Context: an optimization exercise on an open-source flow, tuned for small area. The choices shown serve that exercise and are no tape-out recipe.
Where RTL was checked, it was by simulation tests only, not by an equivalence proof against the original.
No functional check of the RTL was part of run 2.
Power and IR drop assume default switching activity.

==> flow/design.v (outline; a module is shown in full before it is edited, if it fits) <==
// module dsp_a21oi: 3 lines
// module dsp_a222oi: 3 lines
// module dsp_a22o: 3 lines
// module dsp_a22oi: 3 lines
// module dsp_a2bb2o: 3 lines
// module dsp_fa: 4 lines
// module dsp_inv: 3 lines
// module dsp_nand2: 3 lines
// module dsp_nor2: 3 lines
// module dsp_nor2b: 3 lines
// module dsp_o21ai: 3 lines
// module dsp_or2: 3 lines
// module dsp_xnor2: 3 lines
// module dsp_xor2: 3 lines
// module maindsp48a1: 1958 lines
module maindsp48a1 (
  input [17:0] A, B, D,
  input [47:0] C,
  input [17:0] BCIN,
  input [47:0] PCIN,
  input [7:0] OPMODE,
  input clk, CARRYIN,
  input RSTA, RSTB, RSTC, RSTCARRYIN, RSTD, RSTM, RSTOPMODE, RSTP,
  input CEA, CEB, CEM, CEP, CEC, CED, CECARRYIN, CEOPMODE,
  output [47:0] P,
  output [35:0] M,
  output CARRYOUT, CARRYOUTF,
  output [17:0] BCOUT,
  output [47:0] PCOUT
);
  // ...
==> flow/flow/run.sh <==
#!/bin/bash
# Own layout flow: the standard flow (standard.sh) with two changes:
#  - after synthesis (the standard Yosys run, unchanged), every combinational
#    cell that Yosys/ABC mapped to a drive strength above 1 is set back to the
#    smallest cell of its family (downsize.tcl); repair_design/repair_timing
#    upsize again where timing needs it;
#  - the port buffers that buffer_ports adds are buf_1 cells.
# Each tool's output goes to the ORFS logs under orfs/logs plus standard.log here.
set -uo pipefail
export POST_SYNTH_TCL="$PWD/flow/downsize.tcl"
export BUFFER_PORTS_ARGS="-buffer_cell sky130_fd_sc_hd__buf_1"
bash standard.sh > standard.log 2>&1
rc=$?
cp -r orfs/logs ./orfs_logs 2>/dev/null
exit $rc
==> flow/flow/downsize.tcl <==
# Set each combinational cell to the smallest drive strength of its family.
set db [ord::get_db]
set block [ord::get_db_block]
set n 0
foreach inst [$block getInsts] {
  set m [$inst getMaster]
  set name [$m getName]
  if {![regexp {^(sky130_fd_sc_hd__[a-z0-9]+)_([0-9]+)$} $name -> base sz]} { continue }
  if {[regexp {__(e?s?df|dl|buf|clkbuf|clkinv|conb|tap|fill|decap|diode)} $base]} { continue }
  set best $m
  set barea [expr {[$m getWidth] * [$m getHeight]}]
  foreach s {1 0} {
    set c [$db findMaster ${base}_$s]
    if {$c eq "NULL" || $c eq ""} { continue }
    set a [expr {[$c getWidth] * [$c getHeight]}]
    if {$a < $barea} { set best $c; set barea $a }
  }
  if {$best ne $m} {
    $inst swapMaster $best
    incr n
  }
}
puts "downsize.tcl: $n cells set to a smaller drive strength"
==> flow/standard.sh <==
#!/bin/bash
# synth_recipe.tcl (not shown) runs the flow's synth.tcl, then flattens the netlist and writes it again
# the make line also repeats each setting of config.mk as NAME=value (left out here)
make -C /OpenROAD-flow-scripts/flow DESIGN_CONFIG=/design/flow/config.mk WORK_HOME=/design/flow/orfs CLKGATE_MAP_FILE= SYNTH_SCRIPT=/design/flow/synth_recipe.tcl "${@:-finish}"
==> flow/config.mk <==
export PLATFORM = sky130hd
export DESIGN_NAME = maindsp48a1
export DESIGN_NICKNAME = maindsp48a1
export VERILOG_FILES = /design/flow/design.v
export SDC_FILE = /design/flow/constraint.sdc
export NUM_CORES = 4
export LEC_CHECK = 0
export CAP_MARGIN = 20
export CORE_MARGIN = 2
export CORE_UTILIZATION = 40
export SLEW_MARGIN = 20
export SYNTH_HIERARCHICAL = 1
==> flow/constraint.sdc <==
create_clock -name core_clock -period 7.0 [get_ports {clk}]
set_input_delay 1.4000 -clock core_clock [delete_from_list [all_inputs] [get_ports {clk}]]
set_output_delay 1.4000 -clock core_clock [all_outputs]
set_load 0.01 [all_outputs]
==> run summary, run 1 <==
combinational gate power 1.00 mW; antenna cells 0; CP cell instances nand2_1, fa_1, fa_1, fa_1, fa_1, fa_1, fa_1, xor2_1, a21oi_1, o21ai_1, a21oi_1, o21ai_1, a21oi_1, o21ai_1, a21oi_1, o21ai_1, xor2_1, a22o_1; WL met2 29600 µm; clkbuf count 19; crit path from a1_q[0]$_DFF_P_; hold_ws 0.472 ns; critical path's most frequent cell fa_1; synth warn 7; share of cells above drive strength 1 0.0585; Setup Skew 0.0200 ns; power density over the cells 161 nW/µm²; Non-Filler Instances 2816; fin crit share 0.904; most frequent cells in the layout nand2_1 (410), buf_1 (326), fa_1 (285); switching share of power 0.385; hold crit path type flip-flop to flip-flop; Top Layer Used met4; sequential cell area share 0.188; CP Data Required Time 7.39 ns; Core Area 44200 µm²; commonest non-fill, non-tap cell in the layout nand2_1; Buffers on Ports 326; met3 wire length 6150 µm; sequential share of power 0.400; CP top delay family adder cells; Hold Violations, Final 0; worst slew pin tran 0.914 ns; bufs w/o clock 410; Cell Area, Placed 20200 µm²; Filler cells 4227; vias in the first global route 17.1k; Tapcells 592; area growth from synthesis to layout 16.2%; final worst slack 0.671 ns; Logic pwr share 0.298; WS Path Type flip-flop to flip-flop; status finished clean; I/O Pins 346; P_leak 5.54 nW
==> inputs of run 2 (changes only) <==
==> flow/design.v (replaced) <==
module bmux #(
parameter B_INPUT = "DIRECT" ,
parameter width = 18
)(
input [width-1:0] in0,
input [width-1:0] in1,
output [width-1:0] out
);
assign out = (B_INPUT=="DIRECT") ? in0 : in1;
endmodule
module carrycasecade #(
parameter CARRYINSEL = "OPMODE5" 
) (
input OPMODE5,
input cin,
output out
);
assign out = (CARRYINSEL== "OPMODE5") ? OPMODE5: (CARRYINSEL == "CARRYIN") ? cin : 0;
endmodule
module multiplier #(
parameter with1  = 18     ,
parameter widthmul = 36  
)(
input [with1-1:0] in1   ,
input [with1-1:0] in2   ,
output [widthmul-1:0]  out       
);
assign out = in1 * in2;
endmodule
module mux4x1 
(
input  [1:0] opmodemux      ,
input  [47:0]  in0    ,
input  [47:0 ]  in1   ,
input  [47:0 ]  in2   ,
output [47:0]  out   
);
assign out = (opmodemux==0) ? 0:
             (opmodemux==1) ?  in0:
             (opmodemux==2) ?  in1:
             in2;
endmodule
module mux_reg_sync #(
  parameter widthi = 18,
parameter REG_STATE = 1
)(
  input clk,
  input cei,
  input [widthi-1:0] in,
  input rst,
  output [widthi-1:0] out
);
reg [widthi-1:0] out_mux_reg;
assign out = (REG_STATE==1) ? out_mux_reg : in;
always @(posedge clk) begin
    if(rst) begin
      out_mux_reg <= 0;
    end else if(cei) begin
      out_mux_reg <= in;
    end
end
endmodule
module mux_reg_async #(
  parameter widthi = 18,
parameter REG_STATE = 1
)(
  input clk,
  input cei,
  input rst,
  input [widthi-1:0] in,
  output [widthi-1:0] out
);
reg [widthi-1:0] out_mux_reg;
assign out = (REG_STATE==1) ? out_mux_reg : in;
always @(posedge clk or posedge rst) begin
    if(rst) begin
      out_mux_reg <= 0;
    end else if (cei) begin
      out_mux_reg <= in;
    end
end
endmodule
module mux_reg_operation #(
  parameter widthi      =  18,
  parameter REG_STATE   =  1,        
  parameter RSTTYPE     = "SYNC"     
) (
  input clk,
  input cei,
  input rst,
  input [widthi-1:0] in,
  output [widthi-1:0] out
);
generate
    if(RSTTYPE=="SYNC") begin
      mux_reg_sync #(.REG_STATE(REG_STATE),.widthi(widthi)) 
      mux_reg_18bits( .cei(cei),.clk(clk),.rst(rst),.in(in),.out(out));
    end else begin
       mux_reg_async #(.REG_STATE(REG_STATE),.widthi(widthi)) 
       mux_reg_18bits( .cei(cei),.clk(clk),.rst(rst),.in(in),.out(out));
    end
endgenerate
endmodule
module post_adder#(
parameter width = 48
)(
input [width-1:0] in0,
input [width-1:0] in1,
input in2,
input opmodepostadd,
output [width-1:0] out,
output cout
);
assign {cout,out} = (opmodepostadd==0) ? (in0+in1+in2): (in0 - (in1+in2));
endmodule
module pre_adder #(
parameter width = 18   
)(
input [width-1:0] in1    ,
input [width-1:0] in2    ,
input opmodeadd         ,
input opsmodesel        ,
output [width-1:0]  out       
);
wire [width-1:0] pre_out ;
assign pre_out = (opmodeadd==0) ? (in1 + in2) : (in1 - in2);
assign out = (opsmodesel==1) ? (pre_out) : (in2);
endmodule
module maindsp48a1 #(
parameter width1       = 18                ,
parameter width2       = 48                ,
parameter width3       = 8                 ,
parameter width4       = 36                ,
parameter width5       = 1                 ,
parameter A0REG        = 0                 ,
parameter A1REG        = 1                 ,
parameter B0REG        = 0                 ,
parameter B1REG        = 1                 ,
parameter PREG         = 1                 ,
parameter CREG         = 1                 ,
parameter DREG         = 1                 ,
parameter MREG         = 1                 ,
parameter CARRYINREG   = 1                 ,
parameter CARRYOUTREG  = 1                 ,
parameter OPMODEREG    = 1                 ,
parameter CARRYINSEL   = "OPMODE5"         ,
parameter B_INPUT      = "DIRECT"          ,
parameter RSTTYPE      = "SYNC"         
)(
input [width1-1:0] A                       ,
input [width1-1:0] B                       ,
input [width1-1:0] D                       ,
input [width2-1:0] C                       ,
input [width1-1:0] BCIN                    ,
input [width2-1:0] PCIN                    ,
input [width3-1:0] OPMODE                  ,
input clk                                  ,
input CARRYIN                              ,
input RSTA                                 ,
input RSTB                                 ,
input RSTC                                 ,
input RSTCARRYIN                           , 
input RSTD                                 ,
input RSTM                                 ,
input RSTOPMODE                            ,
input RSTP                                 ,
input CEA                                  ,
input CEB                                  ,
input CEM                                  , 
input CEP                                  ,
input CEC                                  ,
input CED                                  ,
input CECARRYIN                            , 
input CEOPMODE                             ,
output  [width2-1:0] P                        ,
output  [width4-1:0] M                        ,
output  CARRYOUT                              ,
output  CARRYOUTF                             ,
output [width1-1:0] BCOUT                     ,
output [width2-1:0] PCOUT                
);
wire [width1-1:0] A0_wire                        ;
wire [width1-1:0] A1_wire                        ;
wire [width1-1:0] B0_wire                        ;
wire [width1-1:0] B0_wire2                       ;
wire [width1-1:0] D_wire                         ;
wire [width2-1:0] C_wire                         ;
wire [width3-1:0] W_OPMODE                       ;
wire [width1-1:0] pre_addout                     ;
wire [width1-1:0] pre_addoutreg                  ;
wire [width4-1:0] mout                           ;        
wire [width4-1:0] mreg                           ;         
wire [width2-1:0] muxout                         ;  
wire [width2-1:0] muxzout                        ;
wire              carryin                        ;
wire              carryinreg                     ;
wire [width2-1:0] ppostout                       ;
mux_reg_operation #( .widthi(width3), .REG_STATE(OPMODEREG), .RSTTYPE(RSTTYPE)) 
opmode(.clk(clk), .cei(CEOPMODE), .rst(RSTOPMODE),.in(OPMODE),.out(W_OPMODE));
bmux #(.B_INPUT(B_INPUT), .width(width1)) 
bin0(.in0(B), .in1(BCIN), .out(B0_wire));
mux_reg_operation #( .widthi(width1), .REG_STATE(B0REG), .RSTTYPE(RSTTYPE)) 
b0reg(.clk(clk), .cei(CEB), .rst(RSTB),.in(B0_wire),.out(B0_wire2));
mux_reg_operation #( .widthi(width1), .REG_STATE(DREG), .RSTTYPE(RSTTYPE)) 
d0reg(.clk(clk), .cei(CED), .rst(RSTD),.in(D),.out(D_wire));
pre_adder #(.width(width1))
preadding(.in1(D_wire), .in2(B0_wire2), .out(pre_addout), .opmodeadd(W_OPMODE[6]), .opsmodesel(W_OPMODE[4]));
mux_reg_operation #( .widthi(width1), .REG_STATE(B1REG), .RSTTYPE(RSTTYPE)) 
b1reg(.clk(clk), .cei(CEB), .rst(RSTB),.in(pre_addout),.out(pre_addoutreg));
mux_reg_operation #( .widthi(width1), .REG_STATE(A0REG), .RSTTYPE(RSTTYPE)) 
A0reg(.clk(clk), .cei(CEA), .rst(RSTA),.in(A),.out(A0_wire));
mux_reg_operation #( .widthi(width1), .REG_STATE(A1REG), .RSTTYPE(RSTTYPE)) 
a1reg(.clk(clk), .cei(CEA), .rst(RSTA),.in(A0_wire),.out(A1_wire));
mux_reg_operation #( .widthi(width2), .REG_STATE(CREG), .RSTTYPE(RSTTYPE)) 
c0reg(.clk(clk), .cei(CEC), .rst(RSTC),.in(C),.out(C_wire));
multiplier   #(.with1(width1),.widthmul(width4))
multip(.in1(A1_wire),.in2(pre_addoutreg),.out(mout));
mux_reg_operation #( .widthi(36), .REG_STATE(MREG), .RSTTYPE(RSTTYPE)) 
m0reg(.clk(clk), .cei(CEM), .rst(RSTM),.in(mout),.out(mreg));
mux4x1 muxx4(.opmodemux(W_OPMODE[1:0]),.in0({12'b0,mreg}),.in1(PCOUT),.in2({D_wire[11:0],A1_wire,pre_addoutreg}),.out(muxout));
mux4x1 muxz4(.opmodemux(W_OPMODE[3:2]),.in0(PCIN),.in1(PCOUT),.in2(C_wire),.out(muxzout));
carrycasecade #(.CARRYINSEL(CARRYINSEL))
carryinc(.cin(CARRYIN),.OPMODE5(W_OPMODE[5]),.out(carryin));
wire carryoutreg;
mux_reg_operation #( .widthi(width5), .REG_STATE(CARRYOUTREG), .RSTTYPE(RSTTYPE)) 
CYO(.clk(clk), .cei(CECARRYIN), .rst(RSTCARRYIN),.in(carryoutreg),.out(CARRYOUT));
post_adder #(.width(width2))
postadd(.opmodepostadd(W_OPMODE[7]),.in0(muxzout),.in1(muxout),.in2(carryinreg),.out(ppostout),.cout(carryoutreg));
mux_reg_operation #( .widthi(width5), .REG_STATE(CARRYINREG), .RSTTYPE(RSTTYPE)) 
carryincase(.clk(clk), .cei(CECARRYIN), .rst(RSTCARRYIN),.in(carryin),.out(carryinreg));
mux_reg_operation #( .widthi(width2), .REG_STATE(PREG), .RSTTYPE(RSTTYPE)) 
poutreg(.clk(clk), .cei(CEP), .rst(RSTP),.in(ppostout),.out(PCOUT));
assign CARRYOUTF = CARRYOUT           ;
assign BCOUT     = pre_addoutreg      ;
assign P         = PCOUT              ;
assign M         = mreg               ;
endmodule
==> flow/run.sh (new file) <==
#!/bin/bash
# synth_recipe.tcl (not shown) runs the flow's synth.tcl, then flattens the netlist and writes it again
# the make line also repeats each setting of config.mk as NAME=value (left out here)
make -C /OpenROAD-flow-scripts/flow DESIGN_CONFIG=/design/flow/config.mk WORK_HOME=/design/flow/orfs CLKGATE_MAP_FILE= SYNTH_SCRIPT=/design/flow/synth_recipe.tcl finish
==> flow/config.mk (replaced) <==
export PLATFORM = sky130hd
export DESIGN_NAME = maindsp48a1
export DESIGN_NICKNAME = maindsp48a1
export VERILOG_FILES = /design/flow/design.v
export SDC_FILE = /design/flow/constraint.sdc
export NUM_CORES = 4
export LEC_CHECK = 0
export CAP_MARGIN = 20
export CORE_MARGIN = 2
export CORE_UTILIZATION = 40
export SLEW_MARGIN = 20
removed: flow/flow/run.sh
removed: flow/flow/downsize.tcl
removed: flow/standard.sh
==> run summary, run 2 <==
Mean Syn Cell Area 8.28 µm² (was 9.79 µm²); power density over the cells 158 nW/µm² (was 161 nW/µm²); post-CTS sizing 0 (unchanged); Worst setup EP type flip-flop (unchanged); die height 266 µm (was 216 µm); critical path's most frequent cell fa_1 (unchanged); leading area contributor after synthesis fa_1; share of cells above drive strength 1 0.0728 (was 0.0585); Inserted Clock Buffers 17 (unchanged); CP max stage delay 0.54 ns (was 0.89 ns); RSZ-0062 raised after global routing no (unchanged); Max Slew Vio Count 0 (unchanged); worst slew pin tran 1.11 ns (was 0.914 ns); Synth async-reset ratio 0; hold crit path type flip-flop to flip-flop (unchanged); Vias 23.9k (was 16.6k); CTS Hold Bufs 0 (unchanged); final critical-path required period 6.56 ns (was 6.33 ns); post-route cell area 32100 µm² (was 20800 µm²); I/O Pins 346 (unchanged); Post-synth top cells inv_1 (444), nor2_1 (287), nand2_1 (286); critical path buffer and inverter count 7 (was 0); # DRC 0 (unchanged); Setup Skew 0.0225 ns (was 0.0200 ns); global-route wire length before repair 139000 µm (was 102000 µm); largest net degree at the start of global routing 52 (was 49); most numerous cell in the Yosys netlist inv_1; H-tree depth 4 (unchanged); Seq/Total Area, Yosys 0.143; Top FF cell, synth dfxtp_1; hpwl dp 71900 µm (was 49600 µm); CP cell instances buf_4, and2_1, fa_1, inv_1, fa_1, fa_1, inv_1, fa_1, fa_1, inv_1, fa_1, inv_1, ha_1, inv_1, nor2_1, nand3_1, o211ai_1, a31oi_1, buf_4, o21ai_1, a21o_1, a311oi_1, or4b_1, o311ai_0 (was nand2_1, fa_1, fa_1, fa_1, fa_1, fa_1, fa_1, xor2_1, a21oi_1, o21ai_1, a21oi_1, o21ai_1, a21oi_1, o21ai_1, a21oi_1, o21ai_1, xor2_1, a22o_1); chip width 266 µm (was 216 µm); Netlist cell types 87; antenna cells 0 (unchanged); CP Data Required Time 7.39 ns (about the same); vias in the first global route 23.4k (was 17.1k); Buffers on Ports 326 (unchanged); DRT Pass-1 Iters 7 (was 8); register bit total from synthesis 196; Worst-path clk slew 0.08 ns (about the same); Max Buffers Root-to-Sink 2 (unchanged); Final ANT Viol Nets 0 (unchanged); crit-path max FO 9 (was 15); WS Path Type flip-flop to flip-flop (unchanged); CTS tree yes (unchanged); maximum vdd drop 182 µV (was 160 µV); hold_ws 0.491 ns (was 0.472 ns); Post-synth EDFFs 0; area growth from synthesis to layout 16.7% (was 16.2%); utilization after layout 0.470 (was 0.471); GRT Util Overall 0.256 (was 0.287); fin crit share 0.937 (was 0.904); status finished clean (unchanged); synth top area cells fa_1 (19%), dfxtp_1 (14%), ha_1 (12%); Wirelength per Cell 20.6 µm (was 23.2 µm); # clock sinks 196 (unchanged); NumNets Final 4239 (was 2690); Peak Freq 152 MHz (was 158 MHz); root buf cell clkbuf_16 (unchanged); most frequent cells in the layout inv_1 (443), clkdlybuf4s50_1 (321), nor2_1 (287) (was nand2_1 (410), buf_1 (326), fa_1 (285)); DRT iter0 DRCs 1719 (was 1778); P_leak 15.1 nW (was 5.54 nW); Filler cells 6745 (was 4227); Cell Area, Placed 31400 µm² (was 20200 µm²); Worst Setup Start Kind flip-flop (unchanged); Slowest-stage cell, CP dfxtp_1 (unchanged); Initial Utilization 0.402 (was 0.405); share of the synthesized area in the top cell type 0.190; post-DR vias/cell 5.42 (was 5.90); Setup violations, final 0 (unchanged); gr ovfl total 0 (unchanged); post-route setup TNS 0 ns (unchanged); Mapped Cells 3322 (was 1831); max_slew headroom 0.259 (was 0.390); CP arrival 6.95 ns (was 6.72 ns); CP top delay family adder cells (unchanged); final wirelength 90700 µm (was 65400 µm); Mapped Nets 4044 (was 2310); RD Place Congestion 0.953 (was 0.908); Max-Cap Viols 0 (unchanged); Synth Cell Area 27500 µm² (was 17900 µm²); Setup Buffers After CTS 0 (unchanged); # rows 96 (was 77); synth warn 6 (was 7); antenna violations before repair 2 (was 0); later-pin clock latency in the skew report 0.52 ns (was 0.50 ns); Core Area 68300 µm² (was 44200 µm²); Hold Violations, Final 0 (unchanged); Total Power 5.08 mW (was 3.36 mW); commonest non-fill, non-tap cell in the layout inv_1 (was nand2_1); die area 70800 µm² (was 46500 µm²)
-- run 2: cells by family (layout without fill, tap and decap cells) --
kind of cell    after synthesis  count (layout)  synth area share
buf+inv                     680             888             0.100
xor+xnor                    129             129            0.0411
mux                         234             234            0.0891
flops                       196             196             0.143
simple gates                941             941             0.161
compound gates              614             614             0.154
fa+ha+maj                   528             528             0.312
-- run 2: report_power, final --
| part | internal, mW | switching, mW |
|---|---|---|
| registers | 1.21 | 0.167 |
| clock network | 0.493 | 0.593 |
| logic | 1.15 | 1.46 |
| total | 2.85 | 2.22 |
-- run 2: path summary, 6_finish.rpt --
kind / from / endpoint / slack, ns / cells past startpoint
setup / recovery: b1reg.genblk1.mux_reg_18bits.out_mux_reg[8]$_SDFFE_PP0P_ / m0reg.genblk1.mux_reg_18bits.out_mux_reg[34]$_SDFFE_PP0P_ / 0.44 / 24
hold reg to reg: c0reg.genblk1.mux_reg_18bits.out_mux_reg[6]$_SDFFE_PP0P_ / c0reg.genblk1.mux_reg_18bits.out_mux_reg[6]$_SDFFE_PP0P_ / 0.49 / 2
hold / removal: c0reg.genblk1.mux_reg_18bits.out_mux_reg[6]$_SDFFE_PP0P_ / c0reg.genblk1.mux_reg_18bits.out_mux_reg[6]$_SDFFE_PP0P_ / 0.49 / 2
setup reg to reg: b1reg.genblk1.mux_reg_18bits.out_mux_reg[8]$_SDFFE_PP0P_ / m0reg.genblk1.mux_reg_18bits.out_mux_reg[34]$_SDFFE_PP0P_ / 0.44 / 24
-- run 2: through the flow --
stage,instances,worst slack (ns)
final,4412,0.442
after global routing,4412,0.0882
after CTS,4410,0.0791
after detailed placement,4378,0.0890
after global placement,4378,0.181
after floorplan,3322,0.657
-- run 2: worst min-delay path, cell delays in order, from the launching register on --
cell	delay [ns]
dfxtp_1	0.33
mux2i_1	0.06
nor2_1	0.07
-- run 2: routing by layer --
metal	vias to the layer above	GRT usage	share of wire
li1	11400	-	-
met1	11600	0.349	0.45
met2	807	0.414	0.45
met3	135	0.0319	0.061
met4	0	0.0964	0.037
met5	-	0	0
-- run 2: layout make-up --
type                       instances  area, µm²  share of cell area
timing repair buffer             411       3910               0.122
multi-input combinational       2446      20800               0.649
inverter                         445       1670              0.0521
sequential                       196       3950               0.123
tap                              882       1100              0.0344
clock inverter                    15        204             0.00636
clock buffer                      17        425              0.0133

[static timing again, ports no longer ideal]
No port has a modelled driver above. Below, the same layouts with a new extraction and two added sets of constraints.
Step 1, drivers: a clkbuf_16 drives clk and a buf_2 each remaining input, both assumed.
Step 2 moves the port delays by t, midway between the first and last clock arrival at a register: inputs arrive t later, outputs are due t later. That takes back most of the time a late clock gives input paths.
a / b / c = ideal / step 1 / step 2; a / b = the first two.
| run | shift t [ns] | slack for setup (ns) | worst slew at a driven data input, ns |
|---|---|---|---|
| run 1 | 0.551 | 0.671 / 0.671 / 0.233 | 0.08 |
| run 2 | 0.562 | 0.442 / 0.442 / 0.442 | 0.11 |
After both steps setup and hold are still met in every run listed. The setup slack of run 1, which loses most, moves by 0.000 ns with the drivers and by -0.438 ns with both steps.
